From an optimization exercise on the open Yosys and OpenROAD flow, aimed at a short achievable clock period and few clock cycles per item; shortcuts taken in it are not production practice.
Where RTL was checked, it was by simulation tests only, not by an equivalence proof against the original.
The RTL of runs 3 to 6 was laid out without a check of its function.
The flow treats the clock pin as an ideal source, which a real chip does not have.
No activity file was given, so power comes from the tool's default toggle rates.

--- design/flow/design.v ---
module risc_processor (
    input clk,
    input reset,
    output [7:0] imem_addr,
    input  [7:0] imem_data,
    output reg [7:0] result,   
    output reg result_valid
    );
    reg [7:0] pcn;             
    reg [7:0] ia;              
    reg [7:0] rf [0:3];
    reg [7:0] mem [0:15];
    reg        if_valid;       
    reg [3:0]  if_rsh, if_rth; 
    reg [3:0]  if_sa, if_sb;   
    reg        if_wa, if_wb;   
    reg        if_fa, if_fb;   
    reg        if_add, if_sub, if_and, if_or, if_ld, if_st;
    reg [3:0]  if_we;          
    reg [3:0]  t_p0, t_p1, t_g0, t_g1, t_y00, t_y01, t_y10, t_y11;
    reg        ex_valid;
    reg [3:0]  ex_we;          
    reg        ex_wres;        
    reg [15:0] ex_sth;         
    reg        ex_stf;         
    reg [3:0]  wb_we;          
    reg [7:0]  last;           
    reg [7:0]  fw;             
    reg [3:0]  fwmn;           
    reg [15:0] fwmh;           
    reg        wb_wres;        
    reg        wb_valid;
    reg [7:0]  p0, p1, g0, g1; 
    reg [7:0]  y00, y01;       
    reg [7:0]  y10, y11;       
    reg        cin;
    reg [15:0] ex_lah;         
    reg        ex_sfa;         
    reg [7:0]  ex_sd;          
    assign imem_addr = ia;
    wire [7:0] pcn_next = pcn - 8'd1;
    wire [3:0] f_we = if_we;
    wire f_fwa = if_fa;
    wire f_fwb = if_fb;
    wire [7:0] ra = ({8{if_wa}} & fw) |
                    ({8{if_sa[0]}} & rf[0]) | ({8{if_sa[1]}} & rf[1]) |
                    ({8{if_sa[2]}} & rf[2]) | ({8{if_sa[3]}} & rf[3]);
    wire [7:0] rb = ({8{if_wb}} & fw) |
                    ({8{if_sb[0]}} & rf[0]) | ({8{if_sb[1]}} & rf[1]) |
                    ({8{if_sb[2]}} & rf[2]) | ({8{if_sb[3]}} & rf[3]);
    reg [7:0] d_p0, d_p1, d_g0, d_g1, d_y00, d_y01, d_y10, d_y11;
    integer k;
    always @* begin
        for (k = 0; k < 8; k = k + 1) begin
            d_p0[k]  = t_p0[{ra[k], rb[k]}];
            d_p1[k]  = t_p1[{ra[k], rb[k]}];
            d_g0[k]  = t_g0[{ra[k], rb[k]}];
            d_g1[k]  = t_g1[{ra[k], rb[k]}];
            d_y00[k] = t_y00[{ra[k], rb[k]}];
            d_y01[k] = t_y01[{ra[k], rb[k]}];
            d_y10[k] = t_y10[{ra[k], rb[k]}];
            d_y11[k] = t_y11[{ra[k], rb[k]}];
        end
    end
    wire [15:0] rah = 16'd1 << ra[3:0];
    wire [15:0] rbh = 16'd1 << rb[3:0];
    wire [7:0] p = (fw & p1) | (~fw & p0);
    wire [7:0] g = (fw & g1) | (~fw & g0);
    wire [8:0] G0 = {g, cin};
    wire [8:0] P0 = {p, 1'b0};
    wire [8:0] G1 = G0 | (P0 & {G0[7:0], 1'b0});
    wire [8:0] P1 = P0 & {P0[7:0], 1'b0};
    wire [8:0] G2 = G1 | (P1 & {G1[6:0], 2'b0});
    wire [8:0] P2 = P1 & {P1[6:0], 2'b0};
    wire [8:0] G3 = G2 | (P2 & {G2[4:0], 4'b0});
    wire [7:0] c = G3[7:0];
    reg  [7:0] ldn;
    integer j;
    always @* begin
        ldn = 8'h00;
        for (j = 0; j < 16; j = j + 1)
            ldn = ldn | ({8{ex_lah[j]}} & mem[j]);
    end
    reg  [7:0] ldf;
    always @* begin
        ldf = 8'h00;
        for (j = 0; j < 16; j = j + 1)
            ldf = ldf | ({8{fwmh[j]}} & mem[j]);
    end
    wire [7:0] y0 = ((fw & y01) | (~fw & y00)) | ldn | ldf;
    wire [7:0] y1 = (fw & y11) | (~fw & y10);
    wire [7:0] res = (c & y1) | (~c & y0);
    wire [7:0] resr = wb_wres ? fw : last;
    wire [15:0] fwh = 16'd1 << ~fwmn;
    wire [15:0] mwe = ex_sth | ({16{ex_stf}} & fwh);
    wire [7:0]  sd = ex_sfa ? fw : ex_sd;
    wire [3:0] i_rsh = 4'b0001 << imem_data[3:2];
    wire [3:0] i_rth = 4'b0001 << imem_data[1:0];
    wire i_fa = |(f_we & i_rsh);
    wire i_fb = |(f_we & i_rth);
    wire i_wa = |(ex_we & i_rsh);
    wire i_wb = |(ex_we & i_rth);
    wire [3:0] i_we = (imem_data[7:4] == 4'd5) ? 4'b0000 :
                      (imem_data[7:4] == 4'd4) ? i_rth : i_rsh;
    wire [3:0] i_op = imem_data[7:4];
    wire i_ar  = (i_op == 4'd0) | (i_op == 4'd1);
    wire i_sub = (i_op == 4'd1);
    wire i_and = (i_op == 4'd2);
    wire i_or  = (i_op == 4'd3);
    wire [3:0] tb_p = {4{i_ar}} & ({4{i_sub}} ^ 4'b0110);             
    wire [3:0] tb_g = {4{i_ar}} & (i_sub ? 4'b0100 : 4'b1000);        
    wire [3:0] tb_y = tb_p | ({4{i_and}} & 4'b1000) | ({4{i_or}} & 4'b1110);
    wire [3:0] tb_n = {4{i_ar}} & ~tb_p;
    function [3:0] fwd1(input [3:0] t, input fa, input fb);
        reg [3:0] u;
        begin
            u = fa ? {t[3:2], t[3:2]} : t;
            fwd1 = fb ? {u[3], u[3], u[1], u[1]} : u;
        end
    endfunction
    integer i;
    always @(posedge clk or posedge reset) begin
        if (reset) begin
            pcn <= 8'hff;
            ia <= 8'h00;
            if_valid <= 1'b0;
            if_we <= 4'b0000;
            result_valid <= 1'b0;
            wb_valid <= 1'b0;
            wb_wres <= 1'b0;
            last <= 8'd0;
            ex_valid <= 1'b0;
            ex_we <= 4'b0000;
            ex_wres <= 1'b0;
            ex_sth <= 16'd0;
            ex_stf <= 1'b0;
            wb_we <= 4'b0000;
            rf[0] <= 8'h05;
            rf[1] <= 8'h00;
            rf[2] <= 8'h03;
            rf[3] <= 8'h00;
            for (i = 0; i < 16; i = i + 1)
                mem[i] <= (i == 5) ? 8'h0A : 8'h00;
        end else begin
            pcn <= pcn_next;
            ia <= ~pcn_next;
            if_valid <= 1'b1;
            if_we <= i_we;
            ex_valid <= if_valid;
            ex_we <= f_we;
            ex_wres <= if_valid && !if_st;
            ex_sth <= (if_valid && if_st && !f_fwb) ? rbh : 16'd0;
            ex_stf <= if_valid && if_st && f_fwb;
            wb_valid <= ex_valid;
            wb_wres <= ex_wres;
            wb_we <= ex_we;
            result_valid <= wb_valid;
            last <= resr;
            for (i = 0; i < 16; i = i + 1)
                if (mwe[i])
                    mem[i] <= sd;
            for (i = 0; i < 4; i = i + 1)
                if (wb_we[i])
                    rf[i] <= fw;
        end
    end
    always @(posedge clk) begin
        if_rsh <= i_rsh;
        if_rth <= i_rth;
        if_fa  <= i_fa;
        if_fb  <= i_fb;
        if_wa  <= i_wa & ~i_fa;
        if_wb  <= i_wb & ~i_fb;
        if_sa  <= (i_fa | i_wa) ? 4'b0000 : i_rsh;
        if_sb  <= (i_fb | i_wb) ? 4'b0000 : i_rth;
        if_add <= imem_data[7:4] == 4'd0;
        if_sub <= imem_data[7:4] == 4'd1;
        if_and <= imem_data[7:4] == 4'd2;
        if_or  <= imem_data[7:4] == 4'd3;
        if_ld  <= imem_data[7:4] == 4'd4;
        if_st  <= imem_data[7:4] == 4'd5;
        fw  <= res;
        result <= resr;
        fwmn <= ~res[3:0];
        fwmh <= (if_ld && f_fwa) ? (16'd1 << res[3:0]) : 16'd0;
        t_p0  <= tb_p;
        t_p1  <= fwd1(tb_p, i_fa, i_fb);
        t_g0  <= tb_g;
        t_g1  <= fwd1(tb_g, i_fa, i_fb);
        t_y00 <= tb_y;
        t_y01 <= fwd1(tb_y, i_fa, i_fb);
        t_y10 <= tb_n;
        t_y11 <= fwd1(tb_n, i_fa, i_fb);
        p0  <= d_p0;
        p1  <= d_p1;
        g0  <= d_g0;
        g1  <= d_g1;
        cin <= if_sub;
        y00 <= d_y00;
        y01 <= d_y01;
        y10 <= d_y10;
        y11 <= d_y11;
        ex_lah <= (if_ld && !f_fwa) ? rah : 16'd0;
        ex_sfa <= f_fwa;
        ex_sd  <= ra;
    end
endmodule
--- design/flow/flow/run.sh ---
#!/bin/bash
# Own layout flow: the standard layout (standard.sh), with one change to
# synthesis: the combinational logic is mapped by ABC with flow/abc_fast.script
# (delay-oriented choice mapping) in place of ORFS's abc_speed.script, and
# Yosys's extract_fa (full/half adder cell extraction) is skipped.  Everything
# else -- the standard synthesis script (synth_recipe.tcl, so registers keep the
# standard names and cells), floorplan, placement, CTS, routing -- is unchanged.
# Each tool's full output stays in this folder: flow_make.log (make and every
# ORFS step) and orfs/logs/.
set -euo pipefail
W=$(pwd)
cat > "$W/own_synth.tcl" <<EOT
proc extract_fa {args} { puts "own flow: extract_fa skipped" }
proc abc {args} {
  set i [lsearch \$args -script]
  set args [lreplace \$args [expr {\$i+1}] [expr {\$i+1}] $W/flow/abc_fast.script]
  puts "own flow: abc -script [lindex \$args [expr {\$i+1}]]"
  yosys abc {*}\$args
}
source $W/synth_recipe.tcl
EOT
sed "s#/synth_recipe.tcl#/own_synth.tcl#" standard.sh > own_standard.sh
grep -q own_synth.tcl own_standard.sh
bash own_standard.sh finish > flow_make.log 2>&1
test -s out/final.def
--- design/flow/flow/abc_fast.script ---
strash
&get -n
&st
&dch
&nf
&st
&syn2
&if -g -K 6
&synch2
&nf
&put
strash
dch -f
map -D 1
buffer -c
topo
stime -c
upsize -c
dnsize -c
--- design/flow/standard.sh ---
#!/bin/bash
# synth_recipe.tcl (not shown) runs the flow's synth.tcl, then flattens the netlist and writes it again
# the make line also repeats each setting of config.mk as NAME=value (left out here)
make -C /OpenROAD-flow-scripts/flow DESIGN_CONFIG=/design/flow/config.mk WORK_HOME=/design/flow/orfs CLKGATE_MAP_FILE= SYNTH_SCRIPT=/design/flow/synth_recipe.tcl "${@:-finish}"
--- design/flow/config.mk ---
export PLATFORM = sky130hd
export DESIGN_NAME = risc_processor
export DESIGN_NICKNAME = risc_processor
export VERILOG_FILES = /design/flow/design.v
export SDC_FILE = /design/flow/constraint.sdc
export NUM_CORES = 4
export LEC_CHECK = 0
export ABC_CLOCK_PERIOD_IN_PS = 1500
export CAP_MARGIN = 20
export CORE_MARGIN = 2
export CORE_UTILIZATION = 40
export SETUP_SLACK_MARGIN = 2.5
export SLEW_MARGIN = 20
--- design/flow/constraint.sdc ---
create_clock -name core_clock -period 4.0 [get_ports {clk}]
set_input_delay 0.8000 -clock core_clock [delete_from_list [all_inputs] [get_ports {clk}]]
set_output_delay 0.8000 -clock core_clock [all_outputs]
set_load 0.01 [all_outputs]
==> results of run 1 <==
==> Yosys cell counts, drive strengths merged, types with 6 or more instances <==
library cell	instances	share of area
nor4	9	0.0036
nor2	207	0.053
dfrtp	205	0.32
a22oi	64	0.030
clkbuf	31	0.0075
xor2	7	0.0062
dfstp	14	0.023
dfxtp	154	0.19
o21bai	6	0.0043
o21ai	255	0.082
buf	38	0.013
mux2	10	0.0073
a21oi	107	0.035
o22ai	23	0.010
mux2i	15	0.0097
nand3	47	0.016
nand2	374	0.089
nor3	18	0.0090
nand4	35	0.014
inv	167	0.040
==> power by group <==
part / switching (mW) / total (mW) / internal [mW]
registers: 0.680 / 5.21 / 4.53
logic: 2.85 / 4.92 / 2.07
clock network: 1.58 / 3.71 / 2.13
total: 5.12 / 13.8 / 8.72
==> through the flow <==
stage | hold slack [ps] | setup slack (ps) | util | power, mW
global placement | 333.4 | 1406 | 0.4274 | 7.842
floorplan | 309.6 | 357.3 | - | 6.985
global route | 363.7 | 2099 | 0.5510 | 14.42
detailed placement | 334.5 | 1326 | 0.4274 | 7.899
CTS | 360.0 | 2110 | 0.5131 | 12.76
finish | 347.9 | 2137 | 0.5510 | 13.84
==> flip-flops by register name (all words and copies together) (netlist names), 7 cells and up <==
name	cells
fwmh	16
rf	32
ex_lah	16
fw	8
y10	8
y00	8
result	8
p0	7
g0	7
ia	8
y11	8
mem	128
ex_sd	8
y01	8
last	8
pcn	8
p1	7
g1	7
ex_sth	16
==> area by class of cell <==
type | count | area (µm²) | area share
flip-flops and latches | 373 | 8746 | 0.4088
multi-input cells | 1233 | 7943 | 0.3712
repair buffers | 195 | 2043 | 0.09550
clock buffers | 62 | 1227 | 0.05737
inverters | 167 | 694.4 | 0.03246
well taps | 518 | 648.1 | 0.03029
clock inverters | 12 | 80.08 | 0.003743
repair inverters | 2 | 12.51 | 0.0005848
==> worst max-delay path by stage <==
stage	start	endpoint	slack, ps	cells past startpoint
6_report	result_valid	result_valid	2140	1
3_5_place_dp	imem_data[3]	t_y01[0]	1330	7
3_3_place_gp	imem_data[3]	t_y01[0]	1410	7
4_1_cts	result_valid	result_valid	2110	1
2_1_floorplan	reset	ex_stf	360	1
5_1_grt	result_valid	result_valid	2100	1
==> cells by family after synthesis <==
kind of cell	synth area share
muxes	0.01706
buffers and inverters	0.06019
xor gates and xnor gates	0.007347
other	0.0002368
and+or+nand+nor	0.1891
DFF	0.5417
AOI/OAI and AO/OA	0.1843
==> repair_timing <==
item | CTS | global route
hold buffers | 0 | 0
hold endpoints to repair | 0 | 0
buffers inserted | 106 | 54
endpoints found under the setup margin | 374 | 254
gates cloned | 7 | 2
pin swaps | 97 | 102
resized for setup | 425 | 305
==> layer usage <==
layer	wire, µm	track usage	share of wire	vias to the layer above
li1	-	-	-	6530
met1	23150	0.3591	0.41	6897
met2	25830	0.4160	0.45	806
met3	5319	0.05457	0.093	185
met4	2781	0.1077	0.049	0
met5	0	0	0	-
==> impl_summary.log, run 1 <==
[metrics] final worst-path cycle share: 0.4658
[metrics] final non-filler cell area: roughly 0.021 mm²
[metrics] Detailed Route Iter0 Violations: between 1500 and 2000
[metrics] worst setup slack for register-to-register paths: 2260 ps
[metrics] cell depth of the worst hold path: 0
[metrics] global-route congestion overflow total: 0
[metrics] Pins Over Slew Limit: 0
[metrics] CP Class: register to output pin
[metrics] ys flop type: dfrtp_1
[metrics] all-layer global routing usage: 0.2653
[metrics] Floorplan Core Area: 0.03883 mm²
[metrics] Area Growth Syn to Fin: 35.07%
[metrics] path depth of the worst reg2reg path: 10
[metrics] die boundary width: 203.0 µm
[metrics] cell area after technology mapping: 0.01584 mm²
[metrics] CP delay by family, top: flip-flops
[metrics] Relative slew margins: 0.5809
[metrics] vias post-DR: 14420
[metrics] commonest non-fill, non-tap cell in the layout: nand2_1
[metrics] worst path cell trace: buf_2
[metrics] die height: 203.0 µm
[metrics] origin of the worst min-delay path: if_sub
[metrics] proportion of synthesized flip-flops having asynchronous set or reset: 0.5871
[metrics] clock latency on the worst-skew pair: 560 ps
[metrics] Final Net Count: 2022
[metrics] leakage power of the design: 9.136 nW
[metrics] power density over the cells: 646.9 mW/mm²
[metrics] number of input and output port buffers inserted: 26
[metrics] top achievable clock speed: between 0.5 and 0.6 GHz
[metrics] clock tree from TritonCTS: built
[metrics] final HPWL from detailed placement: 35.25 mm
[metrics] vias in the first global route: 13490
[metrics] worst voltage drop across the vdd grid: ~0.38 mV
[metrics] final estimated routing congestion in global placement: about 0.95
[metrics] pin count of the biggest net entering global routing: 73
[metrics] FF+latch count, synth: 373
[metrics] post-route DRC violation count: 0
[metrics] count of inserted antenna diode cells: 0
[metrics] Critical Path AT: 1060 ps
[metrics] clock-pin slew of the registers on the worst-case setup and hold paths: 60 ps
[metrics] number of ports placed on the die boundary: 27
[metrics] most frequent cells in the layout: nand2_1, dfrtp_1, o21ai_0, nor2_1, inv_1
[metrics] slew at the pin with the worst max-slew slack: 628.0 ps
[metrics] H-tree Lvls: 2
[metrics] distinct cell type count of the synthesized netlist: 64
[metrics] Syn Nets: 1848
[metrics] Worst setup EP type: output pin
[metrics] clock period minus worst slack: 1863 ps
[metrics] number of rows created at floorplan: 72
[metrics] worst min-delay path category: register to register
[metrics] starting utilization of the core area: 0.4079
[metrics] average footprint of a synthesized cell: about 8.6 µm²
[metrics] final setup violation count: 0
[metrics] DIE AREA: 0.04120 mm²
[metrics] clock tree root driver cell: clkbuf_16
[metrics] setup repair after global routing missed its margin: true
[metrics] fin cells: 2562
[metrics] critical path fanouts, max: 1
[metrics] drt wl/cell: between 20 and 25 µm
[metrics] slowest stage cell, crit path: dfrtp_1
[metrics] RR Endpoint: y01[1]
[metrics] clock tree buffer depth: 3
[metrics] standard cell area after detailed placement: 0.01659 mm²
[metrics] portion of the post-synthesis area used by sequential elements: 0.5417
[metrics] warning count from the yosys run: 3
[metrics] dpl cells: 2319
[metrics] CTS sink cnt: 373
[metrics] aggregate routed wire length: 57.08 mm
[metrics] wire length of the first global-routing pass: 82.73 mm
[metrics] number of nets with antenna violations after detailed routing: 0
[metrics] startpoint of the most critical register-to-register path: fw[1]
[metrics] fraction of layout cells with a size suffix above 1: 0.3361
[metrics] Critical path buffers and inverters: 1
[metrics] Final Hold Viols: 0
[metrics] final setup TNS: 0 ps
[metrics] Post-Route Skew: 26.32 ps
[metrics] Worst Hold End: cin
[metrics] initial antenna violation count: 0
[metrics] vias per cell: about 5.6
[metrics] type of element launching the critical path: register
[metrics] Fill cells: 3264
[metrics] count of flip-flops with a built-in enable after synthesis: 0
[metrics] instance count of the mapped netlist: 1838
[metrics] highest cell delay on the worst timing path: 380 ps
[metrics] number of iterations in the first detailed-routing pass: 6
[metrics] max capacitance violation total: 0
[metrics] worst path required time: around 3200 ps
[metrics] number of CTS-inserted buffers: 40
[metrics] run status: finished clean
Testbench counts, summed over its fixed seeds: cycles 28,944, instructions 28,800.
==> inputs of run 2 (changes only) <==
==> design/flow/flow/run.sh (replaced) <==
#!/bin/bash
set -euo pipefail
W=$(pwd)
cat > "$W/own_synth.tcl" <<EOT
proc extract_fa {args} { puts "own flow: extract_fa skipped" }
proc abc {args} {
  set i [lsearch \$args -script]
  set args [lreplace \$args [expr {\$i+1}] [expr {\$i+1}] $W/flow/abc_fast.script]
  puts "own flow: abc -script [lindex \$args [expr {\$i+1}]]"
  yosys abc {*}\$args
}
source $W/synth_recipe.tcl
EOT
sed -e "s#/synth_recipe.tcl#/own_synth.tcl#" \
    -e "s#^make \(.*\) \"\${@:-finish}\"#make \1 POST_CTS_TCL=$W/flow/post_cts.tcl \"\${@:-finish}\"#" \
    standard.sh > own_standard.sh
grep -q own_synth.tcl own_standard.sh
grep -q POST_CTS_TCL own_standard.sh
bash own_standard.sh finish > flow_make.log 2>&1
test -s out/final.def
==> design/flow/flow/post_cts.tcl (new file) <==
set block [ord::get_db_block]
set root [$block findInst clkbuf_0_clk]
if {$root == "NULL"} {
  puts "own flow: no root clock buffer clkbuf_0_clk; clock tree kept"
} else {
  set innet [[$root findITerm A] getNet]
  set onet [[$root findITerm X] getNet]
  set loads {}
  foreach it [$onet getITerms] {
    if {[$it getInst] != $root} { lappend loads $it }
  }
  if {[llength $loads] > 4 || [llength [$innet getITerms]] != 1 || [llength [$innet getBTerms]] != 1} {
    puts "own flow: root clock buffer drives [llength $loads] pins; clock tree kept"
  } else {
    foreach it $loads {
      puts "own flow: clock port now drives [[$it getInst] getName]"
      $it disconnect
      $it connect $innet
    }
    [$root findITerm A] disconnect
    [$root findITerm X] disconnect
    odb::dbInst_destroy $root
    odb::dbNet_destroy $onet
    estimate_parasitics -placement
    report_clock_latency
    repair_timing_helper
    detailed_placement
    check_placement -verbose
    estimate_parasitics -placement
    report_clock_latency
  }
}
==> impl_summary.log, run 2 <==
[metrics] run status: finished clean
[metrics] final setup TNS: 0 ps
[metrics] worst path cell trace: buf_6 > a22oi_2 > nand2_2 > nor2_4 > buf_12 > buf_8 > inv_8 > o211ai_1 > o21ai_1
[metrics] Floorplan Core Area: 0.03883 mm²
[metrics] count of inserted antenna diode cells: 0
[metrics] power density over the cells: between 600 and 700 mW/mm²
[metrics] cell area after technology mapping: 0.01584 mm²
[metrics] CTS sink cnt: ~370
[metrics] worst min-delay path category: register to register
[metrics] final worst-path cycle share: 0.4327
[metrics] area leader, netlist: dfrtp_1
[metrics] commonest non-fill, non-tap cell in the layout: nand2_1
[metrics] most frequent cell after synthesis: nand2_1
[metrics] highest cell delay on the worst timing path: 390 ps
[metrics] Syn Nets: roughly 1800
[metrics] average footprint of a synthesized cell: 8.617 µm²
[metrics] all-layer global routing usage: 0.2694
[metrics] clock tree from TritonCTS: built
[metrics] type of element launching the critical path: register
[metrics] worst path required time: 4240 ps
[metrics] worst setup slack for register-to-register paths: 2270 ps
[metrics] registers with the most flip-flops: mem: 128 flops, rf: 32 flops
[metrics] die height: 203.0 µm
[metrics] worst voltage drop across the vdd grid: 0.3601 mV
[metrics] slew at the pin with the worst max-slew slack: 650.9 ps
[metrics] Pins Over Slew Limit: 0
[metrics] Worst setup EP type: register
[metrics] critical path depth in cells: 9
[metrics] proportion of synthesized flip-flops having asynchronous set or reset: 0.5871
[metrics] leading post-synthesis cells by cell area: dfrtp_1, dfxtp_1, nand2_1, o21ai_0, nor2_1
[metrics] drt wl/cell: about 23 µm
[metrics] Fill cells: ~3200
[metrics] max FFs per register: 128
[metrics] starting utilization of the core area: 0.4079
[metrics] Critical Path AT: 1970 ps
[metrics] number of nets with antenna violations after detailed routing: 0
[metrics] vias per cell: 5.700
[metrics] number of iterations in the first detailed-routing pass: 6
[metrics] RR Endpoint: y01[1]
[metrics] register with the highest flop count: mem
[metrics] slowest stage cell, crit path: dfxtp_4
[metrics] post-route DRC violation count: 0
[metrics] Area Growth Syn to Fin: 37.05%
[metrics] Post-Route Skew: 29.50 ps
[metrics] final setup violation count: 0
[metrics] global-route congestion overflow total: 0
[metrics] final estimated routing congestion in global placement: ~0.95
[metrics] Critical path buffers and inverters: 4
[metrics] combined flip-flop and latch cell area: 0.008738 mm²
[metrics] final setup margin: 2269 ps
[metrics] cell depth of the worst hold path: 0
[metrics] ys flop type: dfrtp_1
[metrics] number of rows created at floorplan: 72
[metrics] Final Hold Viols: 0
[metrics] distinct cell type count of the synthesized netlist: between 60 and 70
[metrics] number of ports placed on the die boundary: 27
[metrics] vias in the first global route: 13920
[metrics] origin of the worst min-delay path: if_sub
[metrics] path depth of the worst reg2reg path: 9
[metrics] area share of the largest cell type after synthesis: 0.3239
[metrics] clock period minus worst slack: 1731 ps
[metrics] clock-pin slew of the registers on the worst-case setup and hold paths: 60 ps
[metrics] setup repair after global routing missed its margin: true
[metrics] leakage power of the design: 9.254 nW
[metrics] portion of the post-synthesis area used by sequential elements: 0.5417
[metrics] CP delay by family, top: compound AO/OA/AOI/OAI gates
[metrics] wire length of the first global-routing pass: 84.30 mm
[metrics] FF+latch count, synth: 373
[metrics] Worst Hold End: cin
[metrics] startpoint of the most critical register-to-register path: if_wb
[metrics] minimum setup slack after placement: about 1300 ps
[metrics] count of flip-flops with a built-in enable after synthesis: 0
[metrics] clock latency on the worst-skew pair: 380 ps
[metrics] max capacitance violation total: 0
[metrics] Relative slew margins: 0.5655
[metrics] number of input and output port buffers inserted: 26
[metrics] CP Class: register to register
[metrics] die boundary width: 203.0 µm
[metrics] aggregate routed wire length: 58.02 mm
[metrics] final HPWL from detailed placement: about 35 mm
[metrics] fraction of layout cells with a size suffix above 1: 0.3432
[metrics] warning count from the yosys run: 3
[metrics] Synth top cells by count: nand2_1, o21ai_0, dfrtp_1, nor2_1, inv_1
[metrics] initial antenna violation count: 0
[metrics] Final Net Count: 2029
[metrics] pin count of the biggest net entering global routing: 65
[metrics] area of the multi-input gates: 0.008110 mm²
[metrics] most frequent cells in the layout: nand2_1, dfrtp_1, nor2_1, o21ai_0, inv_1
[metrics] top achievable clock speed: 0.5778 GHz
[metrics] instance count of the mapped netlist: 1838
[metrics] vias post-DR: between 10000 and 15000
[metrics] DIE AREA: between 0.04 and 0.05 mm²
[metrics] critical path fanouts, max: 7
[metrics] Detailed Route Iter0 Violations: approximately 1600
==> run 2: cell counts after synthesis <==
Identical to the previous run, type by type.
==> run 2: worst register-to-register path, cell delays in order (launching register included) <==
cell	delay, ps
dfxtp_4	390
buf_6	150
a22oi_2	240
nand2_2	130
nor2_4	120
buf_12	150
buf_8	120
inv_8	50
o211ai_1	170
o21ai_1	80
==> run 2: kinds of logic after synthesis <==
family                 synth area share
multiplexers                    0.01706
buffers and inverters           0.06019
flip-flops                       0.5417
XOR/XNOR                       0.007347
AO/OA/AOI/OAI                    0.1843
other                         0.0002368
AND/OR/NAND/NOR                  0.1891
==> run 2: area by class of cell <==
| class | count | area share |
|---|---|---|
| Clock buffer | 61 | 0.05539 |
| Timing Repair inverter | 3 | 0.0008646 |
| Multi-Input combinational cell | 1233 | 0.3736 |
| Timing Repair Buffer | 202 | 0.1022 |
| Clock inverter | 12 | 0.003689 |
| Tap cell | 518 | 0.02986 |
| Sequential cell | 373 | 0.4026 |
| Inverter | 167 | 0.03182 |
==> run 2: stage by stage <==
stage / area, µm² / instances / total power, mW / hold slack (ps) / utilization
after floorplan: 15950 / 1838 / 6.985 / 309.6 / -
after global placement: 16590 / 2319 / 7.842 / 333.4 / 0.4274
after detailed placement: 16590 / 2319 / 7.899 / 334.5 / 0.4274
after global routing: 21710 / 2569 / 14.32 / 363.1 / 0.5591
final: 21710 / 2569 / 13.79 / 350.5 / 0.5591
==> run 2: how the worst max path moves through the flow <==
stage,end,slack (ps),from
2_1_floorplan,ex_stf,360,reset
5_1_grt,fwmh[10],2230,mem[3][0]
3_5_place_dp,t_y01[0],1330,imem_data[3]
6_report,y01[1],2270,if_wb
3_3_place_gp,t_y01[0],1410,imem_data[3]
==> run 2: report_power, final <==
part	internal, mW	switching, mW	total (mW)
clock	2.09	1.52	3.61
sequential	4.53	0.687	5.21
combinational	2.07	2.90	4.97
==> run 2: layer usage <==
layer / vias up / GRT usage / routed length [µm]
met2: 776 / 0.4270 / 26630
met4: 0 / 0.1137 / 2793
met1: 7104 / 0.3596 / 23490
met5: - / 0 / 0
met3: 197 / 0.05474 / 5100
li1: 6567 / - / -
==> inputs of run 3 (changes only) <==
--- a/design/flow/design.v
+++ b/design/flow/design.v
@@ -12,7 +12,7 @@
     reg [7:0] mem [0:15];
     reg        if_valid;       
     reg [3:0]  if_rsh, if_rth; 
-    reg [3:0]  if_sa, if_sb;   
+    reg [7:0]  if_ra, if_rb;   
     reg        if_wa, if_wb;   
     reg        if_fa, if_fb;   
     reg        if_add, if_sub, if_and, if_or, if_ld, if_st;
@@ -42,12 +42,8 @@
     wire [3:0] f_we = if_we;
     wire f_fwa = if_fa;
     wire f_fwb = if_fb;
-    wire [7:0] ra = ({8{if_wa}} & fw) |
-                    ({8{if_sa[0]}} & rf[0]) | ({8{if_sa[1]}} & rf[1]) |
-                    ({8{if_sa[2]}} & rf[2]) | ({8{if_sa[3]}} & rf[3]);
-    wire [7:0] rb = ({8{if_wb}} & fw) |
-                    ({8{if_sb[0]}} & rf[0]) | ({8{if_sb[1]}} & rf[1]) |
-                    ({8{if_sb[2]}} & rf[2]) | ({8{if_sb[3]}} & rf[3]);
+    wire [7:0] ra = ({8{if_wa}} & fw) | if_ra;
+    wire [7:0] rb = ({8{if_wb}} & fw) | if_rb;
     reg [7:0] d_p0, d_p1, d_g0, d_g1, d_y00, d_y01, d_y10, d_y11;
     integer k;
     always @* begin
@@ -100,6 +96,13 @@
     wire i_fb = |(f_we & i_rth);
     wire i_wa = |(ex_we & i_rsh);
     wire i_wb = |(ex_we & i_rth);
+    wire [3:0] i_sa = (i_fa | i_wa) ? 4'b0000 : i_rsh;
+    wire [3:0] i_sb = (i_fb | i_wb) ? 4'b0000 : i_rth;
+    wire [7:0] rf_n [0:3];
+    assign rf_n[0] = wb_we[0] ? fw : rf[0];
+    assign rf_n[1] = wb_we[1] ? fw : rf[1];
+    assign rf_n[2] = wb_we[2] ? fw : rf[2];
+    assign rf_n[3] = wb_we[3] ? fw : rf[3];
     wire [3:0] i_we = (imem_data[7:4] == 4'd5) ? 4'b0000 :
                       (imem_data[7:4] == 4'd4) ? i_rth : i_rsh;
     wire [3:0] i_op = imem_data[7:4];
@@ -171,8 +174,10 @@
         if_fb  <= i_fb;
         if_wa  <= i_wa & ~i_fa;
         if_wb  <= i_wb & ~i_fb;
-        if_sa  <= (i_fa | i_wa) ? 4'b0000 : i_rsh;
-        if_sb  <= (i_fb | i_wb) ? 4'b0000 : i_rth;
+        if_ra  <= ({8{i_sa[0]}} & rf_n[0]) | ({8{i_sa[1]}} & rf_n[1]) |
+                  ({8{i_sa[2]}} & rf_n[2]) | ({8{i_sa[3]}} & rf_n[3]);
+        if_rb  <= ({8{i_sb[0]}} & rf_n[0]) | ({8{i_sb[1]}} & rf_n[1]) |
+                  ({8{i_sb[2]}} & rf_n[2]) | ({8{i_sb[3]}} & rf_n[3]);
         if_add <= imem_data[7:4] == 4'd0;
         if_sub <= imem_data[7:4] == 4'd1;
         if_and <= imem_data[7:4] == 4'd2;
==> impl_summary.log, run 3 <==
[metrics] max FFs per register: 128
[metrics] pin count of the biggest net entering global routing: 77
[metrics] starting utilization of the core area: 0.4040
[metrics] Syn Nets: 1813
[metrics] area leader, netlist: dfrtp_1
[metrics] Pins Over Slew Limit: 0
[metrics] aggregate routed wire length: 55.82 mm
[metrics] Area Growth Syn to Fin: 33.28%
[metrics] Critical Path AT: 2050 ps
[metrics] Final Hold Viols: 0
[metrics] proportion of synthesized flip-flops having asynchronous set or reset: 0.5748
[metrics] CTS sink cnt: 381
[metrics] minimum hold slack: around 320 ps
[metrics] cell area after technology mapping: 0.01554 mm²
[metrics] setup repair after global routing missed its margin: true
[metrics] Post-Route Skew: 20.86 ps
[metrics] all-layer global routing usage: 0.2620
[metrics] average footprint of a synthesized cell: between 8 and 9 µm²
[metrics] Floorplan Core Area: 0.03847 mm²
[metrics] final setup violation count: 0
[metrics] post-route DRC violation count: 0
[metrics] vias post-DR: ~14000
[metrics] number of iterations in the first detailed-routing pass: 10
[metrics] FF+latch count, synth: ~380
[metrics] run status: finished clean
[metrics] register with the highest flop count: mem
[metrics] clock period minus worst slack: 1739 ps
[metrics] area share of the largest cell type after synthesis: 0.3301
[metrics] max capacitance violation total: 0
[metrics] worst voltage drop across the vdd grid: around 0.34 mV
[metrics] Relative slew margins: 0.5217
[metrics] end-of-flow core utilization: 0.5384
[metrics] leakage power of the design: 8.827 nW
[metrics] Final Net Count: 1961
[metrics] instance count of the mapped netlist: 1803
[metrics] vias in the first global route: 13330
[metrics] ys flop type: dfrtp_1
[metrics] distinct cell type count of the synthesized netlist: 52
[metrics] portion of the post-synthesis area used by sequential elements: 0.5625
[metrics] slew at the pin with the worst max-slew slack: 716.5 ps
[metrics] count of flip-flops with a built-in enable after synthesis: 0
[metrics] most frequent cells in the layout: nand2_1, dfrtp_1, o21ai_0, nor2_1, inv_1
[metrics] global-route congestion overflow total: 0
[metrics] clock tree from TritonCTS: built
[metrics] slowest stage cell, crit path: dfxtp_4
[metrics] number of rows created at floorplan: 72
[metrics] worst min-delay path category: register to register
[metrics] worst path required time: 4310 ps
[metrics] die boundary width: 201.1 µm
[metrics] clock latency on the worst-skew pair: 380 ps
[metrics] Worst setup EP type: register
[metrics] fraction of layout cells with a size suffix above 1: 0.2772
[metrics] Fill cells: roughly 3400
[metrics] highest cell delay on the worst timing path: around 400 ps
[metrics] clock-pin slew of the registers on the worst-case setup and hold paths: 60 ps
[metrics] Synth top cells by count: nand2_1, o21ai_0, dfrtp_1, nor2_1, dfxtp_1
[metrics] wire length of the first global-routing pass: 81.58 mm
[metrics] die height: roughly 200 µm
[metrics] leading post-synthesis cells by cell area: dfrtp_1, dfxtp_1, nand2_1, o21ai_0, nor2_1
[metrics] number of ports placed on the die boundary: 27
[metrics] worst path cell trace: nor2_4 > o2111ai_2 > nand3b_1 > o22ai_4 > nand3_4 > nor2_2
[metrics] DIE AREA: 0.04044 mm²
[metrics] final HPWL from detailed placement: 35.31 mm
[metrics] Detailed Route Iter0 Violations: 1586
[metrics] CP Class: register to register
[metrics] final setup TNS: 0 ps
[metrics] number of nets with antenna violations after detailed routing: 0
[metrics] final estimated routing congestion in global placement: 0.9544
[metrics] vias per cell: 5.648
[metrics] commonest non-fill, non-tap cell in the layout: nand2_1
[metrics] final worst-path cycle share: 0.4348
[metrics] critical path fanouts, max: 6
[metrics] drt wl/cell: 22.30 µm
[metrics] initial antenna violation count: 1
[metrics] top achievable clock speed: 0.5750 GHz
[metrics] type of element launching the critical path: register
[metrics] registers with the most flip-flops: mem: 128 flops, rf: 32 flops
[metrics] warning count from the yosys run: 3
[metrics] number of input and output port buffers inserted: 26
[metrics] power density over the cells: approximately 630 mW/mm²
[metrics] most frequent cell after synthesis: nand2_1
run 3: cell types whose count changed after synthesis, sizes merged, moves of 13 or more:
cell / change
nand2: -48
a22oi: +30
a21oi: +27
clkbuf: +23
inv: -19
buf: -17
nand3: -13
run 3: critical path, delay by kind of cell (launching register included):
family          cells  cell delay, ps
compound gates      2             450
flops               1             400
simple gates        4             810
run 3: routing by layer:
metal	routed length (µm)	vias up	GRT usage
li1	-	6443	-
met4	2984	0	0.1259
met3	4405	173	0.04406
met2	25820	670	0.4142
met5	0	-	0
met1	22620	6851	0.3509
run 3: where the power goes:
part	internal, mW	total [mW]	switching [mW]
registers	4.60	5.22	0.621
logic	1.51	3.97	2.46
clock network	2.25	3.79	1.54
total	8.37	13.0	4.62
run 3: worst paths after layout:
check | slack [ps] | endpoint | from | depth (start not counted)
max reg2reg | 2260 | fwmh[2] | fwmh[1] | 6
min reg2reg | 320 | cin | if_sub | 0
max | 2260 | fwmh[2] | fwmh[1] | 6
min in group asynchronous | 940 | mem[4][5] | reset | 3
max in group asynchronous | 2590 | mem[9][5] | reset | 4
min | 320 | cin | if_sub | 0
run 3: cell families after synthesis:
family                    share of synthesized area
xor gates and xnor gates                   0.003945
DFF                                          0.5625
and+or+nand+nor                              0.1689
other                                     0.0002413
AOI/OAI and AO/OA                            0.2043
buffers and inverters                       0.05749
muxes                                      0.002577
run 3: stage by stage:
| step | area (µm²) | setup slack [ps] | power [mW] | std cells |
|---|---|---|---|---|
| floorplan | 15700 | 357.3 | 6.740 | 1803 |
| global placement | 16440 | 1143 | 7.627 | 2289 |
| detailed placement | 16440 | 1041 | 7.686 | 2289 |
| global route | 20710 | 2234 | 13.57 | 2503 |
| finish | 20710 | 2261 | 12.99 | 2503 |
run 3: cell type report:
class,count,area (µm²),area share
clock inverters,12,161.4,0.007793
clock buffers,63,1189,0.05739
inverters,152,659.4,0.03184
multi-input cells,1197,7345,0.3546
diodes,1,2.502,0.0001208
flip-flops and latches,381,8896,0.4295
repair buffers,178,1803,0.08705
repair inverters,1,7.507,0.0003625
well taps,518,648.1,0.03129
==> inputs of run 4 (changes only) <==
--- a/design/flow/design.v
+++ b/design/flow/design.v
@@ -26,7 +26,7 @@
     reg [3:0]  wb_we;          
     reg [7:0]  last;           
     reg [7:0]  fw;             
-    reg [3:0]  fwmn;           
+    reg [7:0]  fwn;            
     reg [15:0] fwmh;           
     reg        wb_wres;        
     reg        wb_valid;
@@ -42,8 +42,8 @@
     wire [3:0] f_we = if_we;
     wire f_fwa = if_fa;
     wire f_fwb = if_fb;
-    wire [7:0] ra = ({8{if_wa}} & fw) | if_ra;
-    wire [7:0] rb = ({8{if_wb}} & fw) | if_rb;
+    wire [7:0] ra = ({8{if_wa}} & ~fwn) | if_ra;
+    wire [7:0] rb = ({8{if_wb}} & ~fwn) | if_rb;
     reg [7:0] d_p0, d_p1, d_g0, d_g1, d_y00, d_y01, d_y10, d_y11;
     integer k;
     always @* begin
@@ -86,8 +86,8 @@
     wire [7:0] y0 = ((fw & y01) | (~fw & y00)) | ldn | ldf;
     wire [7:0] y1 = (fw & y11) | (~fw & y10);
     wire [7:0] res = (c & y1) | (~c & y0);
-    wire [7:0] resr = wb_wres ? fw : last;
-    wire [15:0] fwh = 16'd1 << ~fwmn;
+    wire [7:0] resr = wb_wres ? ~fwn : last;
+    wire [15:0] fwh = 16'd1 << ~fwn[3:0];
     wire [15:0] mwe = ex_sth | ({16{ex_stf}} & fwh);
     wire [7:0]  sd = ex_sfa ? fw : ex_sd;
     wire [3:0] i_rsh = 4'b0001 << imem_data[3:2];
@@ -99,10 +99,10 @@
     wire [3:0] i_sa = (i_fa | i_wa) ? 4'b0000 : i_rsh;
     wire [3:0] i_sb = (i_fb | i_wb) ? 4'b0000 : i_rth;
     wire [7:0] rf_n [0:3];
-    assign rf_n[0] = wb_we[0] ? fw : rf[0];
-    assign rf_n[1] = wb_we[1] ? fw : rf[1];
-    assign rf_n[2] = wb_we[2] ? fw : rf[2];
-    assign rf_n[3] = wb_we[3] ? fw : rf[3];
+    assign rf_n[0] = wb_we[0] ? ~fwn : rf[0];
+    assign rf_n[1] = wb_we[1] ? ~fwn : rf[1];
+    assign rf_n[2] = wb_we[2] ? ~fwn : rf[2];
+    assign rf_n[3] = wb_we[3] ? ~fwn : rf[3];
     wire [3:0] i_we = (imem_data[7:4] == 4'd5) ? 4'b0000 :
                       (imem_data[7:4] == 4'd4) ? i_rth : i_rsh;
     wire [3:0] i_op = imem_data[7:4];
@@ -164,7 +164,7 @@
                     mem[i] <= sd;
             for (i = 0; i < 4; i = i + 1)
                 if (wb_we[i])
-                    rf[i] <= fw;
+                    rf[i] <= ~fwn;
         end
     end
     always @(posedge clk) begin
@@ -186,7 +186,7 @@
         if_st  <= imem_data[7:4] == 4'd5;
         fw  <= res;
         result <= resr;
-        fwmn <= ~res[3:0];
+        fwn  <= ~res;
         fwmh <= (if_ld && f_fwa) ? (16'd1 << res[3:0]) : 16'd0;
         t_p0  <= tb_p;
         t_p1  <= fwd1(tb_p, i_fa, i_fb);
==> impl_summary.log, run 4 <==
[metrics] max capacitance violation total: 0
[metrics] slowest stage cell, crit path: dfxtp_2
[metrics] count of flip-flops with a built-in enable after synthesis: 0
[metrics] global-route congestion overflow total: 0
[metrics] aggregate routed wire length: about 57 mm
[metrics] number of ports placed on the die boundary: 27
[metrics] worst path required time: roughly 4300 ps
[metrics] Syn Nets: 1835
[metrics] RR Endpoint: fwmh[1]
[metrics] area share of the largest cell type after synthesis: 0.3263
[metrics] origin of the worst min-delay path: if_sub
[metrics] number of input and output port buffers inserted: 26
[metrics] setup repair after global routing missed its margin: true
[metrics] power density over the cells: approximately 620 mW/mm²
[metrics] Synth top cells by count: nand2_1, o21ai_0, dfrtp_1, nor2_1, dfxtp_1
[metrics] Detailed Route Iter0 Violations: 1446
[metrics] worst path cell trace: nand2_1 > nand4_1 > nor3_2 > nand4_1 > o221ai_2 > nand4_1 > nor2_2
[metrics] path depth of the worst reg2reg path: 7
[metrics] leakage power of the design: 8.975 nW
[metrics] top achievable clock speed: 0.5573 GHz
[metrics] most frequent cell after synthesis: nand2_1
[metrics] portion of the post-synthesis area used by sequential elements: 0.5611
[metrics] die boundary width: 202.3 µm
[metrics] vias in the first global route: roughly 14000
[metrics] Post-Route Skew: 24.99 ps
[metrics] Final Hold Viols: 0
[metrics] fraction of layout cells with a size suffix above 1: 0.2855
[metrics] clock-pin slew of the registers on the worst-case setup and hold paths: roughly 60 ps
[metrics] Final Net Count: 2005
[metrics] leading post-synthesis cells by cell area: dfrtp_1, dfxtp_1, nand2_1, o21ai_0, nor2_1
[metrics] clock tree from TritonCTS: built
[metrics] ys flop type: dfrtp_1
[metrics] commonest non-fill, non-tap cell in the layout: nand2_1
[metrics] post-layout power: between 10 and 15 mW
[metrics] cell depth of the worst hold path: 0
[metrics] registers with the most flip-flops: mem: 128 flops, rf: 32 flops
[metrics] final setup violation count: 0
[metrics] count of inserted antenna diode cells: 0
[metrics] initial antenna violation count: 0
[metrics] max FFs per register: 128
[metrics] starting utilization of the core area: 0.4058
[metrics] vias post-DR: 14280
[metrics] critical path fanouts, max: 7
[metrics] most repeated library cell on the critical path: nand4_1
[metrics] area leader, netlist: dfrtp_1
[metrics] warning count from the yosys run: 3
[metrics] Pins Over Slew Limit: 0
[metrics] startpoint of the most critical register-to-register path: fwmh[4]
[metrics] highest cell delay on the worst timing path: 420 ps
[metrics] proportion of synthesized flip-flops having asynchronous set or reset: 0.5688
[metrics] number of iterations in the first detailed-routing pass: 7
[metrics] Fill cells: about 3400
[metrics] Worst Hold End: cin
[metrics] all-layer global routing usage: 0.2685
[metrics] run status: finished clean
[metrics] pin count of the biggest net entering global routing: 59
[metrics] FF+latch count, synth: 385
[metrics] average footprint of a synthesized cell: between 8 and 9 µm²
[metrics] wire length of the first global-routing pass: 83.40 mm
[metrics] worst setup slack for register-to-register paths: 2210 ps
[metrics] register with the highest flop count: mem
[metrics] distinct cell type count of the synthesized netlist: 62
[metrics] vias per cell: 5.608
[metrics] worst min-delay path category: register to register
[metrics] DIE AREA: a little over 0.04 mm²
[metrics] Relative slew margins: 0.5943
[metrics] worst voltage drop across the vdd grid: approximately 0.31 mV
[metrics] clock latency on the worst-skew pair: 380 ps
[metrics] Critical Path AT: 2080 ps
[metrics] drt wl/cell: 22.23 µm
[metrics] CP Class: register to register
[metrics] clock period minus worst slack: roughly 1800 ps
[metrics] post-route DRC violation count: 0
[metrics] instance count of the mapped netlist: 1825
[metrics] number of nets with antenna violations after detailed routing: 0
[metrics] CTS sink cnt: 385
[metrics] most frequent cells in the layout: nand2_1, dfrtp_1, o21ai_0, nor2_1, inv_1
[metrics] Floorplan Core Area: around 0.039 mm²
[metrics] cell area after technology mapping: 0.01572 mm²
[metrics] Area Growth Syn to Fin: 33.20%
[metrics] slew at the pin with the worst max-slew slack: 607.7 ps
[metrics] number of rows created at floorplan: 72
[metrics] final HPWL from detailed placement: 36.79 mm
[metrics] final worst-path cycle share: 0.4486
[metrics] final setup TNS: 0 ps
[metrics] die height: between 200 and 250 µm
[metrics] type of element launching the critical path: register
[metrics] final estimated routing congestion in global placement: 0.9338
[metrics] Worst setup EP type: register
[run 4: critical path: cells and delay by family (launching register included)]
family	cells	cell delay [ps]
and+or+nand+nor	6	1130
AOI/OAI and AO/OA	1	140
DFF	1	420
[run 4: final cells by class]
class,count,area (µm²),area share
Sequential cell,385,8982,0.4290
Tap cell,518,648.1,0.03095
Timing Repair inverter,2,11.26,0.0005378
Clock inverter,16,197.7,0.009441
Multi-Input combinational cell,1206,7208,0.3442
Inverter,170,705.7,0.03370
Timing Repair Buffer,190,1928,0.09208
Clock buffer,59,1259,0.06011
[run 4: routing by layer]
layer | GRT usage | vias up | part of all wire | wire [µm]
li1 | - | 6564 | - | -
met1 | 0.3431 | 6961 | 0.40 | 22880
met2 | 0.4457 | 605 | 0.48 | 27140
met3 | 0.04563 | 149 | 0.072 | 4100
met4 | 0.1230 | 0 | 0.044 | 2491
met5 | 0 | - | 0 | 0
[run 4: worst max path at each step]
stage	start	endpoint	slack, ps	cells after the start
after floorplan	reset	ex_stf	360	1
after global placement	imem_data[1]	t_y01[0]	1250	8
after detailed placement	imem_data[1]	t_y01[0]	1200	8
after global routing	mem[0][3]	fwmh[1]	2160	7
final	fwmh[4]	fwmh[1]	2210	7
[run 4: cell families (layout without fill, tap and decap cells)]
| kind of cell | Yosys count | count (layout) | synth area share |
|---|---|---|---|
| and+or+nand+nor | 677 | 677 | 0.1808 |
| AOI/OAI and AO/OA | 523 | 524 | 0.1962 |
| DFF | 385 | 385 | 0.5611 |
| buffers and inverters | 235 | 437 | 0.05937 |
| xor gates and xnor gates | 3 | 3 | 0.001672 |
| other | 1 | 1 | 0.0002385 |
| muxes | 1 | 1 | 0.0006367 |
[run 4: per-stage QoR]
stage / instances / hold WS, ps / area (µm²) / util / setup slack (ps)
after detailed placement: 2320 / 321.9 / 16570 / 0.4277 / 1197
after floorplan: 1825 / 309.6 / 15810 / - / 357.3
after global placement: 2320 / 313.4 / 16560 / 0.4276 / 1248
after global routing: 2546 / 340.4 / 20940 / 0.5406 / 2159
final: 2546 / 325.3 / 20940 / 0.5406 / 2206
[run 4: where the power goes]
group	leakage, nW	switching (mW)	total (mW)	internal (mW)
Sequential	4.24	0.608	5.26	4.65
Clock	0.717	1.54	4.00	2.46
Combinational	4.01	2.33	3.74	1.41
Total	8.97	4.48	13.0	8.51
==> inputs of run 5 (changes only) <==
--- a/design/flow/config.mk
+++ b/design/flow/config.mk
@@ -9,5 +9,6 @@
 export CAP_MARGIN = 20
 export CORE_MARGIN = 2
 export CORE_UTILIZATION = 40
-export SETUP_SLACK_MARGIN = 2.5
+export SETUP_SLACK_MARGIN = 2.35
 export SLEW_MARGIN = 20
+export TNS_END_PERCENT = 100
==> impl_summary.log, run 5 <==
[metrics] aggregate routed wire length: 54.95 mm
[metrics] FF+latch count, synth: slightly below 400
[metrics] most frequent cell after synthesis: nand2_1
[metrics] Worst setup EP type: register
[metrics] sequential share of power: 0.424
[metrics] cell area after technology mapping: 0.01572 mm²
[metrics] starting utilization of the core area: 0.4058
[metrics] net switching power figure: 4.298 mW
[metrics] clock-pin slew of the registers on the worst-case setup and hold paths: 60 ps
[metrics] proportion of synthesized flip-flops having asynchronous set or reset: 0.5688
[metrics] max capacitance violation total: 0
[metrics] vias post-DR: 14200
[metrics] Floorplan Core Area: 0.03874 mm²
[metrics] Pins Over Slew Limit: 0
[metrics] final HPWL from detailed placement: 36.22 mm
[metrics] run status: finished clean
[metrics] cell depth of the worst hold path: 0
[metrics] ys flop type: dfrtp_1
[metrics] number of rows created at floorplan: 72
[metrics] die height: roughly 200 µm
[metrics] standard cell area after detailed placement: about 0.017 mm²
[metrics] path depth of the worst reg2reg path: 8
[metrics] number of iterations in the first detailed-routing pass: 8
[metrics] portion of the post-synthesis area used by sequential elements: 0.5611
[metrics] slew at the pin with the worst max-slew slack: 710.4 ps
[metrics] critical path depth in cells: 12
[metrics] clock period minus worst slack: 1794 ps
[metrics] initial antenna violation count: 1
[metrics] warning count from the yosys run: 3
[metrics] registers with the most flip-flops: mem: 128 flops, rf: 32 flops
[metrics] power density over the cells: 619.4 mW/mm²
[metrics] Final Hold Viols: 0
[metrics] Critical Path AT: 2060 ps
[metrics] die boundary width: between 200 and 250 µm
[metrics] post-route DRC violation count: 0
[metrics] worst path required time: 4270 ps
[metrics] clock network fraction of total power: 0.296
[metrics] commonest non-fill, non-tap cell in the layout: nand2_1
[metrics] pin count of the biggest net entering global routing: 59
[metrics] area leader, netlist: dfrtp_1
[metrics] Post-Route Skew: 11.35 ps
[metrics] slowest stage cell, crit path: a22oi_1
[metrics] register with the highest flop count: mem
[metrics] final worst-path cycle share: 0.4484
[metrics] count of flip-flops with a built-in enable after synthesis: 0
[metrics] drt wl/cell: 21.87 µm
[metrics] type of element launching the critical path: input port
[metrics] CP delay by family, top: buffers and inverters
[metrics] Critical path buffers and inverters: 5
[metrics] Synth top cells by count: nand2_1, o21ai_0, dfrtp_1, nor2_1, dfxtp_1
[metrics] switching part of the total power: 0.3475
[metrics] number of nets with antenna violations after detailed routing: 0
[metrics] clock tree from TritonCTS: built
[metrics] most frequent cells in the layout: nand2_1, o21ai_0, dfrtp_1, nor2_1, inv_1
[metrics] final estimated routing congestion in global placement: between 0.9 and 1
[metrics] CTS sink cnt: around 390
[metrics] distinct cell type count of the synthesized netlist: 62
[metrics] average footprint of a synthesized cell: about 8.6 µm²
[metrics] worst min-delay path category: register to register
[metrics] DIE AREA: 0.04091 mm²
[metrics] top achievable clock speed: about 0.56 GHz
[metrics] Syn Nets: 1835
[metrics] all-layer global routing usage: 0.2598
[metrics] final setup TNS: 0 ps
[metrics] worst path cell trace: buf_12 > clkinvlp_4 > buf_6 > nor2_4 > buf_4 > buf_4 > a22oi_1 > nand4_1 > nand3_2 > nand2_1 > nand2_1 > nor2_1
[metrics] max FFs per register: roughly 130
[metrics] fraction of layout cells with a size suffix above 1: 0.2362
[metrics] vias in the first global route: 13520
[metrics] area share of the largest cell type after synthesis: 0.3263
[metrics] instance count of the mapped netlist: 1825
[metrics] final non-filler cell area: between 0.015 and 0.02 mm²
[metrics] worst voltage drop across the vdd grid: approximately 0.32 mV
[metrics] final setup violation count: 0
[metrics] global-route congestion overflow total: 0
[metrics] internal cell power: 8.070 mW
[metrics] wire length of the first global-routing pass: 81.31 mm
[metrics] Relative slew margins: 0.5238
[metrics] leakage power of the design: 8.577 nW
[metrics] Final Net Count: between 1500 and 2000
[metrics] highest cell delay on the worst timing path: 200 ps
[metrics] CP Class: input port to register
[metrics] leading post-synthesis cells by cell area: dfrtp_1, dfxtp_1, nand2_1, o21ai_0, nor2_1
[metrics] power share of the combinational group: 0.280
[metrics] count of inserted antenna diode cells: 0
[metrics] Area Growth Syn to Fin: 27.00%
[metrics] number of ports placed on the die boundary: 27
[metrics] Detailed Route Iter0 Violations: between 1000 and 1500
[metrics] setup repair after global routing missed its margin: true
[metrics] clock latency on the worst-skew pair: about 370 ps
[metrics] number of input and output port buffers inserted: 26
[metrics] vias per cell: 5.652
[metrics] critical path fanouts, max: 3
run 5: layout make-up:
| type | instances | area [µm²] |
|---|---|---|
| clock buffer | 60 | 1179 |
| clock inverter | 13 | 128.9 |
| fill | 3563 | 18770 |
| inverter | 170 | 686.9 |
| multi-input combinational | 1208 | 6927 |
| sequential | 385 | 8961 |
| tap | 518 | 648.1 |
| timing repair buffer | 154 | 1413 |
| timing repair inverter | 4 | 23.77 |
run 5: path summary, 6_finish.rpt:
path / start / to / slack (ps)
min reg2reg: if_sub / cin / 330
max in group asynchronous: reset / rf[0][0] / 2600
min: if_sub / cin / 330
max: imem_data[3] / t_y01[0] / 2210
max reg2reg: ex_lah[9] / fwmh[6] / 2250
min in group asynchronous: reset / mem[10][6] / 950
run 5: cells by family after synthesis:
group,count (synthesis),synth area share
AO/OA/AOI/OAI,523,0.1962
XOR/XNOR,3,0.001672
buffers and inverters,235,0.05937
flip-flops,385,0.5611
multiplexers,1,0.0006367
other,1,0.0002385
AND/OR/NAND/NOR,677,0.1808
run 5: metrics by stage:
step	util	total power, mW	cells	hold slack [ps]	worst slack, ps
after global placement	0.4278	7.715	2321	315.1	1253
after detailed placement	0.4278	7.760	2321	314.7	1204
after floorplan	-	6.768	1825	309.6	357.3
after global routing	0.5154	12.94	2512	334.1	2171
final	0.5154	12.37	2512	328.8	2206
run 5: power groups by stage:
stage	registers (mW)	clock network, mW	logic (mW)
floorplan	4.94	0	1.83
global route	5.32	3.86	3.76
finish	5.24	3.67	3.46
detailed placement	5.23	0	2.53
global placement	5.22	0	2.50
run 5: metal layers:
layer  vias up  GRT usage  wire, µm
li1       6492          -         -
met1      6813     0.3458     22170
met2       699     0.4136     25350
met3       195    0.03999      4419
met4         0     0.1285      3003
met5         -          0         0
run 5: worst reg2reg max path: cells and delay by family (launching register included):
family	cells	cell delay, ps
flip-flops	1	370
buffers and inverters	1	140
AND/OR/NAND/NOR	7	1160
==> inputs of run 6 (changes only) <==
--- a/design/flow/design.v
+++ b/design/flow/design.v
@@ -27,7 +27,7 @@
     reg [7:0]  last;           
     reg [7:0]  fw;             
     reg [7:0]  fwn;            
-    reg [15:0] fwmh;           
+    reg [3:0]  fwml, fwmu;     
     reg        wb_wres;        
     reg        wb_valid;
     reg [7:0]  p0, p1, g0, g1; 
@@ -38,7 +38,8 @@
     reg        ex_sfa;         
     reg [7:0]  ex_sd;          
     assign imem_addr = ia;
-    wire [7:0] pcn_next = pcn - 8'd1;
+    wire       pcn_wrap = (pcn[3:0] == 4'h0);
+    wire [7:0] pcn_next = {pcn_wrap ? pcn[7:4] - 4'd1 : pcn[7:4], pcn[3:0] - 4'd1};
     wire [3:0] f_we = if_we;
     wire f_fwa = if_fa;
     wire f_fwb = if_fb;
@@ -81,7 +82,7 @@
     always @* begin
         ldf = 8'h00;
         for (j = 0; j < 16; j = j + 1)
-            ldf = ldf | ({8{fwmh[j]}} & mem[j]);
+            ldf = ldf | ({8{fwml[j % 4] & fwmu[j / 4]}} & mem[j]);
     end
     wire [7:0] y0 = ((fw & y01) | (~fw & y00)) | ldn | ldf;
     wire [7:0] y1 = (fw & y11) | (~fw & y10);
@@ -187,7 +188,8 @@
         fw  <= res;
         result <= resr;
         fwn  <= ~res;
-        fwmh <= (if_ld && f_fwa) ? (16'd1 << res[3:0]) : 16'd0;
+        fwml <= (if_ld && f_fwa) ? (4'd1 << res[1:0]) : 4'd0;
+        fwmu <= 4'd1 << res[3:2];
         t_p0  <= tb_p;
         t_p1  <= fwd1(tb_p, i_fa, i_fb);
         t_g0  <= tb_g;
--- a/design/flow/config.mk
+++ b/design/flow/config.mk
@@ -9,6 +9,5 @@
 export CAP_MARGIN = 20
 export CORE_MARGIN = 2
 export CORE_UTILIZATION = 40
-export SETUP_SLACK_MARGIN = 2.35
+export SETUP_SLACK_MARGIN = 2.5
 export SLEW_MARGIN = 20
-export TNS_END_PERCENT = 100
==> impl_summary.log, run 6 <==
[metrics] run status: finished clean
[metrics] post-route DRC violation count: 0
[metrics] pin count of the biggest net entering global routing: 50
[metrics] area share of the largest cell type after synthesis: 0.3220
[metrics] CP delay by family, top: simple AND/OR/NAND/NOR gates
[metrics] Post-Route Skew: 31.91 ps
[metrics] worst path cell trace: buf_12 > a21oi_4 > buf_4 > nor2_1 > nor3_1 > nand4_1 > o21bai_1 > nand3_1
[metrics] power density over the cells: ~600 mW/mm²
[metrics] commonest non-fill, non-tap cell in the layout: nand2_1
[metrics] Critical Path AT: about 2100 ps
[metrics] clock-pin slew of the registers on the worst-case setup and hold paths: 60 ps
[metrics] clock tree from TritonCTS: built
[metrics] Worst Hold End: cin
[metrics] average footprint of a synthesized cell: 8.611 µm²
[metrics] Synth top cells by count: nand2_1, dfrtp_1, o21ai_0, inv_1, nor2_1
[metrics] critical path fanouts, max: 6
[metrics] register with the highest flop count: mem
[metrics] registers with the most flip-flops: mem: 128 flops, rf: 32 flops
[metrics] proportion of synthesized flip-flops having asynchronous set or reset: 0.5809
[metrics] starting utilization of the core area: 0.4028
[metrics] switching part of the total power: 0.3664
[metrics] final setup violation count: 0
[metrics] minimum setup slack after placement: between 1000 and 1500 ps
[metrics] end-of-flow core utilization: 0.5961
[metrics] Relative slew margins: 0.4759
[metrics] final worst-path cycle share: 0.4471
[metrics] vias per cell: around 6
[metrics] most frequent cells in the layout: nand2_1, dfrtp_1, inv_1, dfxtp_1, nor2_1
[metrics] Critical path buffers and inverters: 2
[metrics] vias in the first global route: 14890
[metrics] DIE AREA: 0.04144 mm²
[metrics] aggregate routed wire length: 67.14 mm
[metrics] vias post-DR: approximately 16000
[metrics] area leader, netlist: dfrtp_1
[metrics] number of input and output port buffers inserted: 26
[metrics] path depth of the worst reg2reg path: 8
[metrics] distinct cell type count of the synthesized netlist: 70
[metrics] all-layer global routing usage: 0.3017
[metrics] CTS sink cnt: 377
[metrics] final estimated routing congestion in global placement: between 0.9 and 1
[metrics] portion of the post-synthesis area used by sequential elements: 0.5437
[metrics] number of ports placed on the die boundary: 27
[metrics] Final Net Count: ~2100
[metrics] setup repair after global routing missed its margin: true
[metrics] highest cell delay on the worst timing path: approximately 350 ps
[metrics] startpoint of the most critical register-to-register path: fwmu[3]
[metrics] ys flop type: dfrtp_1
[metrics] RR Endpoint: fwn[7]
[metrics] Worst setup EP type: register
[metrics] origin of the worst min-delay path: if_sub
[metrics] worst min-delay path category: register to register
[metrics] count of flip-flops with a built-in enable after synthesis: 0
[metrics] Area Growth Syn to Fin: 47.98%
[metrics] fin cells: around 2600
[metrics] slew at the pin with the worst max-slew slack: 783.3 ps
[metrics] most frequent cell after synthesis: nand2_1
[metrics] clock period minus worst slack: 1788 ps
[metrics] minimum hold slack: between 300 and 400 ps
[metrics] cell area after technology mapping: 0.01593 mm²
[metrics] fraction of layout cells with a size suffix above 1: 0.4134
[metrics] final non-filler cell area: 0.02357 mm²
[metrics] leading post-synthesis cells by cell area: dfrtp_1, dfxtp_1, nand2_1, o21ai_0, inv_1
[metrics] die height: around 200 µm
[metrics] max FFs per register: between 100 and 150
[metrics] net switching power figure: between 5 and 6 mW
[metrics] standard cell area after detailed placement: 0.01669 mm²
[metrics] worst setup slack for register-to-register paths: about 2200 ps
[metrics] number of rows created at floorplan: 73
[metrics] dpl cells: between 2000 and 2500
[metrics] initial antenna violation count: 1
[metrics] post-layout power: between 10 and 15 mW
[metrics] Fill cells: 3065
[metrics] FF+latch count, synth: 377
[metrics] internal cell power: around 9.0 mW
[metrics] final HPWL from detailed placement: 34.36 mm
[metrics] wire length of the first global-routing pass: 93.44 mm
[metrics] global-route congestion overflow total: 0
[metrics] cell depth of the worst hold path: 0
[metrics] top achievable clock speed: 0.5592 GHz
[metrics] instance count of the mapped netlist: 1850
[metrics] clock network fraction of total power: 0.274
[metrics] final setup TNS: 0 ps
[metrics] Pins Over Slew Limit: 0
[metrics] Final Hold Viols: 0
[metrics] warning count from the yosys run: 3
[metrics] die boundary width: between 200 and 250 µm
[metrics] clock latency on the worst-skew pair: around 400 ps
[metrics] type of element launching the critical path: register
[metrics] final setup margin: 2212 ps
[metrics] CP Class: register to register
[metrics] worst voltage drop across the vdd grid: 0.4532 mV
[metrics] max capacitance violation total: 0
[metrics] power share of the combinational group: 0.355
[metrics] Detailed Route Iter0 Violations: a little over 2000
[metrics] Floorplan Core Area: 0.03955 mm²
[metrics] number of iterations in the first detailed-routing pass: 6
[metrics] Syn Nets: approximately 1900
[metrics] worst path required time: 4310 ps
[metrics] number of nets with antenna violations after detailed routing: 0
[metrics] leakage power of the design: roughly 9.8 nW
[metrics] slowest stage cell, crit path: dfxtp_2
[metrics] sequential share of power: 0.371
[metrics] drt wl/cell: roughly 25 µm
[run 6: cell types whose count changed in the layout (fill, tap and decap cells not counted), sizes merged, moves of 13 or more]
cell,previous run,this run
o21ai,266,222
nand2,364,338
nor3,26,13
o22ai,24,38
nand3,37,102
buf,147,271
nor2,179,164
nand4,56,37
[run 6: cell type report]
cell class	count	area, µm²	share of cell area
Sequential cell	377	8765	0.3718
Multi-Input combinational cell	1211	8635	0.3663
Timing Repair Buffer	282	3402	0.1443
Clock buffer	58	1140	0.04835
Inverter	173	732.0	0.03105
Tap cell	525	656.9	0.02786
Clock inverter	17	234.0	0.009925
Timing Repair inverter	1	7.507	0.0003185
Antenna cell	1	2.502	0.0001062
[run 6: cell families after synthesis]
kind of cell	count (synthesis)	share of synthesized area
buf+inv	270	0.06990
flops	377	0.5437
xor+xnor	4	0.002200
simple gates	676	0.1827
other cells	1	0.0002354
mux	12	0.007697
compound gates	510	0.1936
[run 6: layer usage]
layer	vias up	share of wire	global-route usage
li1	6818	-	-
met1	7608	0.36	0.3701
met2	1028	0.45	0.4681
met3	339	0.11	0.07974
met4	0	0.079	0.2005
met5	-	0	0
[run 6: power groups by stage]
stage,combinational (mW),clock [mW],sequential (mW)
2_1_floorplan,1.92,0,4.86
3_3_place_gp,2.52,0,5.19
3_5_place_dp,2.56,0,5.20
5_1_grt,5.28,4.08,5.32
6_report,5.03,3.89,5.26
[run 6: how the worst max path moves through the flow]
stage	startpoint	to	slack (ps)	cells after the start
finish	fwmu[3]	fwn[7]	2210	8
global route	fwn[3]	y11[3]	2160	9
detailed placement	imem_data[2]	if_ra[0]	1130	7
global placement	imem_data[2]	if_ra[7]	1200	7
floorplan	reset	ex_stf	360	1

-- static timing again, ports no longer ideal --
Ports are ideal in the flow. The routed layouts listed here were re-timed in OpenROAD.
Step 1: set_driving_cell puts a clkbuf_16 on clk and a buf_2 on each other input, an assumption about the parent block.
Step 2 times the ports against the registers' clock, not the clock port: input delays grow and output delays shrink by t, the midpoint of the rising clock arrivals with the driver on.
a / b / c = ideal ports / drivers / drivers and shift; a / b = the first two.
| run | t, ns | setup slack, ns | latest minus earliest clock arrival (ns) | worst register clock-pin slew, ns |
|---|---|---|---|---|
| run 1 | 0.613 | 2.137 / 2.077 / 1.988 | 0.032 / 0.033 | 0.07 / 0.07 |
| run 2 | 0.483 | 2.269 / 2.206 / 2.114 | 0.030 / 0.031 | 0.07 / 0.07 |
| run 3 | 0.495 | 2.261 / 2.204 / 1.997 | 0.022 / 0.022 | 0.06 / 0.06 |
| run 4 | 0.487 | 2.206 / 2.205 / 1.937 | 0.026 / 0.026 | 0.07 / 0.07 |
| run 5 | 0.473 | 2.206 / 2.214 / 1.793 | 0.012 / 0.012 | 0.06 / 0.06 |
| run 6 | 0.509 | 2.212 / 2.183 / 1.852 | 0.033 / 0.032 | 0.07 / 0.07 |
After both steps every run listed still meets setup and hold. For run 5, which loses most, drivers alone change the setup slack by +0.008 ns; drivers and shift together by -0.413 ns.
